This is an optimization exercise on Yosys and OpenROAD, whose aim is small area, not a production implementation. Only simulation tests tie the RTL to the original design; equivalence was not proved. Power is estimated from default activity; no workload was simulated.

before:
Design vlt, start of the top module:
module vlt (
    input clock
  , input reset
  , input important
  , input [8:0] opcode
  , input [9:0] start_ts
  , input [9:0] end_ts
  , input [11:0] prev_vbits
  , output [3:0] iq_shift1
  , output [3:0] iq_shift2
  , output iq_shift1_v
  , output iq_shift2_v
  , output [17:0] iq_vbits
  , output [3:0] rob_shift1
  , output [3:0] rob_shift2
  , output rob_shift1_v
  , output rob_shift2_v
  , output [17:0] rob_vbits
  , output [3:0] lq_shift1
  , output [3:0] lq_shift2
  , output lq_shift1_v
  , output lq_shift2_v
  , output [17:0] lq_vbits
  , output [3:0] sq_shift1
  , output [3:0] sq_shift2
  , output sq_shift1_v
  , output sq_shift2_v
  , output [17:0] sq_vbits
  , output [3:0] instbuff_shift1
  , output [3:0] instbuff_shift2
  , output instbuff_shift1_v
  , output instbuff_shift2_v
  , output [17:0] instbuff_vbits
  , input [11:0] total_qvbits0
  , input [11:0] total_qvbits1
  , input [11:0] total_qvbits2
  , input [11:0] total_qvbits3
  , input [9:0] rf_vbits_adj
  , input rf_vbits_adj_mode
  , input [11:0] total_sq_vbits
  , input [31:0] rf_live_vector
  , input [31:0] rf_kill_vector
  , output [19:0] total_svf
  , output [9:0] counter_iq
  , output [9:0] counter_rob
  , output [9:0] counter_lq
  , output [9:0] counter_sq
  , output [9:0] counter_instbuff
  );
wire [38:0] t;
  ...
Size: ~1,300 cells after synthesis, ~390 I/O pins.
Settings: LEC_CHECK=0, ABC_AREA=1, CAP_MARGIN=20, CORE_MARGIN=2, CORE_UTILIZATION=40, PLACE_DENSITY=0.6, SLEW_MARGIN=20, SYNTH_HIERARCHICAL=1, SYNTH_MINIMUM_KEEP_SIZE=0; clock period 9.0 ns.
standard.sh (not shown) runs the stock make flow with config.mk's settings and CLKGATE_MAP_FILE= SYNTH_SCRIPT=/design/flow/synth_recipe.tcl, a recipe that flattens the netlist after the stock synthesis.
==> flow/flow/run.sh <==
#!/bin/bash
# Own layout flow: the standard synthesis (standard.sh, unchanged), then the
# combinational cells between the standard synthesis's registers and adder cells are
# re-mapped by ABC for area (remap.tcl), then the standard layout steps.
# Port buffers use sky130_fd_sc_hd__buf_1.
# Logs: synth.log (standard synthesis), remap.log (yosys/ABC re-map), standard.log (the
# layout steps); each ORFS step also keeps its own log under orfs/logs/.
set -euo pipefail
HERE=$(pwd)
R=$HERE/orfs/results/sky130hd/vlt/base
export BUFFER_PORTS_ARGS="-buffer_cell sky130_fd_sc_hd__buf_1"
bash standard.sh $R/1_2_yosys.v > synth.log 2>&1
cp $R/1_2_yosys.v std_1_2_yosys.v
YOSYS=$FLOW_HOME/../tools/install/yosys/bin/yosys
[ -x "$YOSYS" ] || YOSYS=yosys
LIB=$FLOW_HOME/platforms/sky130hd/lib/sky130_fd_sc_hd__tt_025C_1v80.lib
DU=$(grep -o -- "-dont_use [^ ]*" $HERE/orfs/logs/sky130hd/vlt/base/1_2_yosys.log | sort -u | tr '\n' ' ')
printf 'strash\ndch -f\nmap -a\namap\ntopo\nbuffer -c\nupsize -c\ndnsize -c\n' > area.abc
cat > remap.ys <<Y
read_liberty -ignore_miss_func $LIB
read_verilog std_1_2_yosys.v
hierarchy -top $FLOW_TOP
select -module $FLOW_TOP -list
Y
KEEP=$(grep -o "sky130_fd_sc_hd__[a-z0-9_]*" std_1_2_yosys.v | sort -u | grep -E "__(fa|ha|df|sdf|edf|dl|conb)" | tr '\n' ' ')
cat > remap.ys <<Y
read_liberty -ignore_miss_func $LIB
read_verilog std_1_2_yosys.v
hierarchy -top $FLOW_TOP
setattr -mod -set keep_hierarchy 1 $KEEP
flatten
blackbox $KEEP
delete t:\$scopeinfo
opt_clean -purge
tee -o remap_before.txt stat -liberty $LIB
abc -script area.abc -liberty $LIB $DU -constr $HERE/orfs/objects/sky130hd/vlt/base/abc.constr -D 9000
opt_clean -purge
splitnets
opt_clean -purge
hilomap -singleton -hicell sky130_fd_sc_hd__conb_1 HI -locell sky130_fd_sc_hd__conb_1 LO
insbuf -buf sky130_fd_sc_hd__buf_4 A X
opt_clean -purge
tee -o remap_after.txt stat -liberty $LIB
write_verilog -noattr -nohex -nodec -noexpr remap_1_2_yosys.v
Y
$YOSYS -l remap.log -q remap.ys > /dev/null 2>&1
grep -q "^module $FLOW_TOP" remap_1_2_yosys.v
cp remap_1_2_yosys.v $R/1_2_yosys.v
touch $R/1_2_yosys.v
bash standard.sh > standard.log 2>&1
The following lists how after was set up differently from before:
diff --git a/flow/design.v b/flow/design.v
--- a/flow/design.v
+++ b/flow/design.v
@@ -487,29 +487,30 @@
 wire cnt_n55, cnt_n56; vha u_cnt_n55 (cnt[7], cnt_n54, cnt_n55, cnt_n56);
 assign cnt_sum[7] = cnt_n55;
 wire cnt_n57, cnt_n58; vha u_cnt_n57 (cnt[8], cnt_n56, cnt_n57, cnt_n58);
 assign cnt_sum[8] = cnt_n57;
 wire cnt_n59, cnt_n60; vha u_cnt_n59 (cnt[9], cnt_n58, cnt_n59, cnt_n60);
 assign cnt_sum[9] = cnt_n59;
 always @(posedge clock) begin
   if (reset) begin
-    prev_r <= 12'd0; cnt <= 10'd0; dur_r <= 10'd0;
+    prev_r <= 12'd0; cnt <= 10'd0;
     iq_cr <= 4'd0;
     rob_cr <= 3'd0;
     lsq_cr <= 3'd0;
     instbuff_cr <= 4'd0;
   end else begin
-    prev_r <= prev_vbits; cnt <= cnt_sum; dur_r <= dur_sum;
+    prev_r <= prev_vbits; cnt <= cnt_sum;
     iq_cr <= iq_c;
     rob_cr <= rob_c;
     lsq_cr <= lsq_c;
     instbuff_cr <= instbuff_c;
   end
 end
+always @(posedge clock) dur_r <= dur_sum;
 assign counter_iq = cnt;
 assign counter_rob = cnt;
 assign counter_lq = cnt;
 assign counter_sq = cnt;
 assign counter_instbuff = cnt;
 wire iq_a1 = (iq_cr == 4'd4) | (iq_cr == 4'd10);
 wire iq_a2 = (iq_cr == 4'd1) | (iq_cr == 4'd8);
 wire iq_a4 = (iq_cr == 4'd14);
Notes after the runs:
- Having completed the whole flow, after delivered a layout that passed the timing, design-rule and antenna checks.
- Cmp after and before / number of buffers other than clock buffers in the final layout / lower: before
- Compared with before, in after post-placement cell count stayed essentially flat; multi-input gate share of total cell area decreased 0.62 points; switching component of the power shows an increase of about 11%; number of global-route vias before repair went up about 5%; post-cts sizing count went up by 4.
- Going from before to after, area growth from synthesis to layout went up 0.69 points, internal cell power went up 0.11 mW, total met3 wirelength after detailed routing went up 360 um, final worst-path cycle share went down 0.42 points.
- Area: after vs before -> after smaller
- Synthesized area, after vs before: down slightly
- before → after: cell count roughly the same, first-iteration DRC count lower.

-- static timing again, ports no longer ideal --
No port has a modelled driver above. Below, the same layouts with a new extraction and two added sets of constraints. Step 1, drivers: a clkbuf_16 drives clock and a buf_2 each remaining input, both assumed. Step 2 moves the port delays by t, midway between the first and last clock arrival at a register: inputs arrive t later, outputs are due t later. That takes back most of the time a late clock gives input paths. a / b / c = no drivers / after step 1 / after step 2; a / b = the first two.
| run | shift t [ns] | slack for setup (ns) | hold slack, ns | worst register clock-pin slew, ns |
|---|---|---|---|---|
| before | 0.396 | 0.204 / 0.159 / -0.127 | 0.506 / 0.506 / 0.506 | 0.08 / 0.08 |
| after | 0.399 | 0.242 / 0.269 / -0.130 | 0.510 / 0.510 / 0.510 | 0.08 / 0.08 |
Met with ideal ports but missed after step 2: setup timing in before and after. The setup slack of after, which loses most, moves by +0.027 ns with the drivers and by -0.372 ns with both steps.
